From an optimization exercise on the open Yosys and OpenROAD flow, aimed at small area and a short achievable clock period; shortcuts taken in it are not production practice. The RTL was checked by simulation tests, not by an equivalence proof against the original design.

// mult_div_pipe
module mult_div_pipe (
    input clk,
    input reset_n,
    input logic op_i,
    input logic [FUNCT7_SIZE-1:0] funct7_i,
    input logic [FUNCT3_SIZE-1:0] funct3_i,
    input logic [WD_SIZE-1:0] op1_data_i,
    input logic [WD_SIZE-1:0] op2_data_i,
    input logic [INSTR_REG_SIZE-1:0] rd_i,
    input logic ctrl_reg_write_i,
    output logic [INSTR_REG_SIZE-1:0] rd_m0_o,
    output logic [INSTR_REG_SIZE-1:0] rd_m1_o,
    output logic [INSTR_REG_SIZE-1:0] rd_m2_o,
    output logic [INSTR_REG_SIZE-1:0] rd_m3_o,
    output logic [WD_SIZE-1:0] bypass_ml_data_o,
    output logic bypass_ctrl_reg_write_ml_o,
    output logic [INSTR_REG_SIZE-1:0] rd_o,
    output logic ctrl_reg_write_o,
    output logic valid_result_o,
    output logic [WD_SIZE-1:0] result_o
);
==> module mult_div_pipe, before the edit <==
module mult_div_pipe (
    input clk,
    input reset_n,
    input logic op_i,
    input logic [FUNCT7_SIZE-1:0] funct7_i,
    input logic [FUNCT3_SIZE-1:0] funct3_i,
    input logic [WD_SIZE-1:0] op1_data_i,
    input logic [WD_SIZE-1:0] op2_data_i,
    input logic [INSTR_REG_SIZE-1:0] rd_i,
    input logic ctrl_reg_write_i,
    output logic [INSTR_REG_SIZE-1:0] rd_m0_o,
    output logic [INSTR_REG_SIZE-1:0] rd_m1_o,
    output logic [INSTR_REG_SIZE-1:0] rd_m2_o,
    output logic [INSTR_REG_SIZE-1:0] rd_m3_o,
    output logic [WD_SIZE-1:0] bypass_ml_data_o,
    output logic bypass_ctrl_reg_write_ml_o,
    output logic [INSTR_REG_SIZE-1:0] rd_o,
    output logic ctrl_reg_write_o,
    output logic valid_result_o,
    output logic [WD_SIZE-1:0] result_o
);
localparam integer K1 = 13;    
localparam integer K2 = 22;    
logic sa_i, sb_i;
assign sa_i = funct3_i[2] ? ~funct3_i[0] : (funct3_i[1] ^ funct3_i[0]);
assign sb_i = funct3_i[2] ? ~funct3_i[0] : (funct3_i[1:0] == 2'b01);
logic v0, w0, na0, nb0;
logic [4:0] rd0;
logic [2:0] f0;
logic [31:0] a0, b0;
always_ff @(posedge clk) begin
    a0 <= op1_data_i;
    b0 <= op2_data_i;
    f0 <= funct3_i;
    na0 <= sa_i & op1_data_i[31];
    nb0 <= sb_i & op2_data_i[31];
    if (!reset_n) begin
        v0 <= 1'b0;
        w0 <= 1'b0;
        rd0 <= 5'b0;
    end else begin
        v0 <= op_i && (funct7_i == F7_MULDIV) && ctrl_reg_write_i;
        w0 <= ctrl_reg_write_i;
        rd0 <= ctrl_reg_write_i ? rd_i : 5'b0;
    end
end
logic [31:0] ua0, ub0;
cond_neg nga (.x (a0), .n (na0), .c (1'b1), .y (ua0));
cond_neg ngb (.x (b0), .n (nb0), .c (1'b1), .y (ub0));
logic [31+K1:0] ph;
booth_small bm (.x ({1'b0, ub0}), .y ({1'b0, ua0[31:32-K1]}), .p (ph));
logic [K1-1:0] r1_d, q1_d;
div_chain #(.K0(0), .K1(K1)) dc1 (
    .r_i (1'b0), .n_i (ua0), .d_i (ub0), .r_o (r1_d), .q_o (q1_d)
);
logic bz, neg;
assign bz = (ub0 == 32'b0);
assign neg = ~f0[2] ? (na0 ^ nb0) : f0[1] ? na0 : (na0 ^ nb0) & ~bz;
logic v1, w1, div1, neg1, low1;
logic [4:0] rd1;
logic [K1-1:0] r1, q1;
logic [31:K1] e1;
logic [31-K1:0] n1;
logic [31:0] d1;
always_ff @(posedge clk) begin
    r1 <= f0[2] ? r1_d : ph[K1-1:0];
    q1 <= f0[2] ? q1_d : ph[31+K1:32];
    e1 <= ph[31:K1];
    n1 <= ua0[31-K1:0];
    d1 <= ub0 ^ {32{~f0[2]}};
    div1 <= f0[2];
    neg1 <= neg;
    low1 <= f0[2] ? f0[1] : (f0[1:0] == 2'b00);
    if (!reset_n) begin
        v1 <= 1'b0;
        w1 <= 1'b0;
        rd1 <= 5'b0;
    end else begin
        v1 <= v0;
        w1 <= w0;
        rd1 <= rd0;
    end
end
logic [31:0] f2_d, e2_d;
logic [K2-K1-1:0] qs2_d, uc2_d;
logic k2_d;
md_rows #(.K0(K1), .K1(K2)) mr2 (
    .div (div1), .f_i ({{(32-K1){1'b0}}, r1}), .b_i ({{K1{1'b0}}, n1}), .d_i (d1),
    .e_i ({e1, {K1{1'b0}}}), .k_i (1'b0),
    .f_o (f2_d), .qs_o (qs2_d), .uc_o (uc2_d), .e_o (e2_d), .k_o (k2_d)
);
logic v2, w2, div2, neg2, low2, k2;
logic [4:0] rd2;
logic [K2-1:0] f2, qs2;
logic [K2-K1-1:0] uc2;
logic [31:K2] e2;
logic [31-K2:0] n2;
logic [31:0] d2;
always_ff @(posedge clk) begin
    f2 <= f2_d[K2-1:0];
    qs2 <= {q1, qs2_d};
    uc2 <= uc2_d;
    e2 <= e2_d[31:K2];
    k2 <= k2_d;
    n2 <= n1[31-K2:0];
    d2 <= d1;
    div2 <= div1;
    neg2 <= neg1;
    low2 <= low1;
    if (!reset_n) begin
        v2 <= 1'b0;
        w2 <= 1'b0;
        rd2 <= 5'b0;
    end else begin
        v2 <= v1;
        w2 <= w1;
        rd2 <= rd1;
    end
end
logic [31:0] f3_d, e3_d;
logic [31-K2:0] qs3_d, uc3_d;
logic k3_d;
md_rows #(.K0(K2), .K1(32)) mr3 (
    .div (div2), .f_i ({{(32-K2){1'b0}}, f2}), .b_i ({{K2{1'b0}}, n2}), .d_i (d2),
    .e_i ({e2, {K2{1'b0}}}), .k_i (k2),
    .f_o (f3_d), .qs_o (qs3_d), .uc_o (uc3_d), .e_o (e3_d), .k_o (k3_d)
);
logic [31:0] qs3, hi3, ures, res3_d;
assign qs3 = {qs2, qs3_d};
assign hi3 = qs3 + {{K1{1'b0}}, uc2, uc3_d} + {31'b0, k3_d};
assign ures = low2 ? f3_d : div2 ? qs3 : hi3;
logic cin;
assign cin = neg2 & (div2 | (f3_d == 32'b0));
cond_neg ngr (.x (ures), .n (neg2), .c (cin), .y (res3_d));
logic v3, w3, v4, w4;
logic [4:0] rd3, rd4;
logic [31:0] res3, res4;
always_ff @(posedge clk) begin
    res3 <= res3_d;
    res4 <= res3;
    if (!reset_n) begin
        v3 <= 1'b0;
        w3 <= 1'b0;
        rd3 <= 5'b0;
        v4 <= 1'b0;
        w4 <= 1'b0;
        rd4 <= 5'b0;
    end else begin
        v3 <= v2;
        w3 <= w2;
        rd3 <= rd2;
        v4 <= v3;
        w4 <= w3;
        rd4 <= rd3;
    end
end
assign rd_m0_o = rd0;
assign rd_m1_o = rd1;
assign rd_m2_o = rd2;
assign rd_m3_o = rd3;
assign bypass_ml_data_o = res3;
assign bypass_ctrl_reg_write_ml_o = w3;
assign rd_o = rd4;
assign ctrl_reg_write_o = w4;
assign valid_result_o = v4;
assign result_o = res4;
endmodule
export LEC_CHECK = 0
export ABC_AREA = 1
export CAP_MARGIN = 20
export CORE_MARGIN = 2
export CORE_UTILIZATION = 60
export GPL_ROUTABILITY_DRIVEN = 0
export SLEW_MARGIN = 20
create_clock -name core_clock -period 115.0 [get_ports {clk}]
standard.sh (not shown) runs the stock make flow with config.mk's settings and CLKGATE_MAP_FILE= SYNTH_SCRIPT=/design/flow/synth_recipe.tcl, a recipe that flattens the netlist after the stock synthesis.
==> flow/flow/run.sh <==
#!/bin/bash
# The standard layout, with two changes to how it is made:
# - repair_timing is asked to leave a setup margin, so that it shortens the
#   register-to-register paths well below the clock period;
# - the port buffers are buf_4 cells instead of the delay buffers that
#   buffer_ports picks by default.
# The clock period, the I/O delays and every other constraint are unchanged;
# every port still gets its own buffer.
set -euo pipefail
export SETUP_SLACK_MARGIN=90
export BUFFER_PORTS_ARGS="-buffer_cell sky130_fd_sc_hd__buf_4"
bash standard.sh > standard_flow.log 2>&1
The starting point finished with timing, DRC and antenna clean.
Change:
--- a/flow/design.v
+++ b/flow/design.v
@@ -618,5 +618,5 @@
 cond_neg ngb (.x (b0), .n (nb0), .c (1'b1), .y (ub0));
 logic [31+K1:0] ph;
-booth_small bm (.x ({1'b0, ub0}), .y ({1'b0, ua0[31:32-K1]}), .p (ph));
+booth_small bm (.x ({1'b0, ua0}), .y ({1'b0, ub0[31:32-K1]}), .p (ph));
 logic [K1-1:0] r1_d, q1_d;
 div_chain #(.K0(0), .K1(K1)) dc1 (
@@ -636,6 +636,6 @@
     q1 <= f0[2] ? q1_d : ph[31+K1:32];
     e1 <= ph[31:K1];
-    n1 <= ua0[31-K1:0];
-    d1 <= ub0 ^ {32{~f0[2]}};
+    n1 <= f0[2] ? ua0[31-K1:0] : ub0[31-K1:0];
+    d1 <= f0[2] ? ub0 : ~ua0;
     div1 <= f0[2];
     neg1 <= neg;
After rerunning:
- synthesized cell count grows by 1.0%
- via count is lower by 0.33%
- clock skew is about the same

## afterwards: timing with drivers on the ports
No port has a modelled driver above. Below, the same layouts with a new extraction and two added sets of constraints.
Step 1 sets driving cells, clkbuf_16 on the clock port and buf_2 on the other inputs (assumed; they add their load-dependent delay and slew).
Step 2 also shifts input and output timing later by t, the mid clock arrival at the registers, as if the neighbouring blocks saw the same clock.
Slacks: no drivers / after step 1 / after step 2; pairs: no drivers / after step 1.
run | t (ns) | slack for setup (ns) | clock arrival spread, ns | slew at the worst register clock pin (ns) | pins driven straight from the clock port
the first run | 0.685 | 90.767 / 90.693 / 90.357 | 0.045 / 0.045 | 0.07 / 0.07 | 1
the second run | 0.652 | 90.872 / 90.803 / 90.859 | 0.046 / 0.046 | 0.09 / 0.09 | 1
After both steps every run listed still meets setup and hold. For the first run, which loses most, drivers alone change the setup slack by -0.074 ns; drivers and shift together by -0.410 ns.
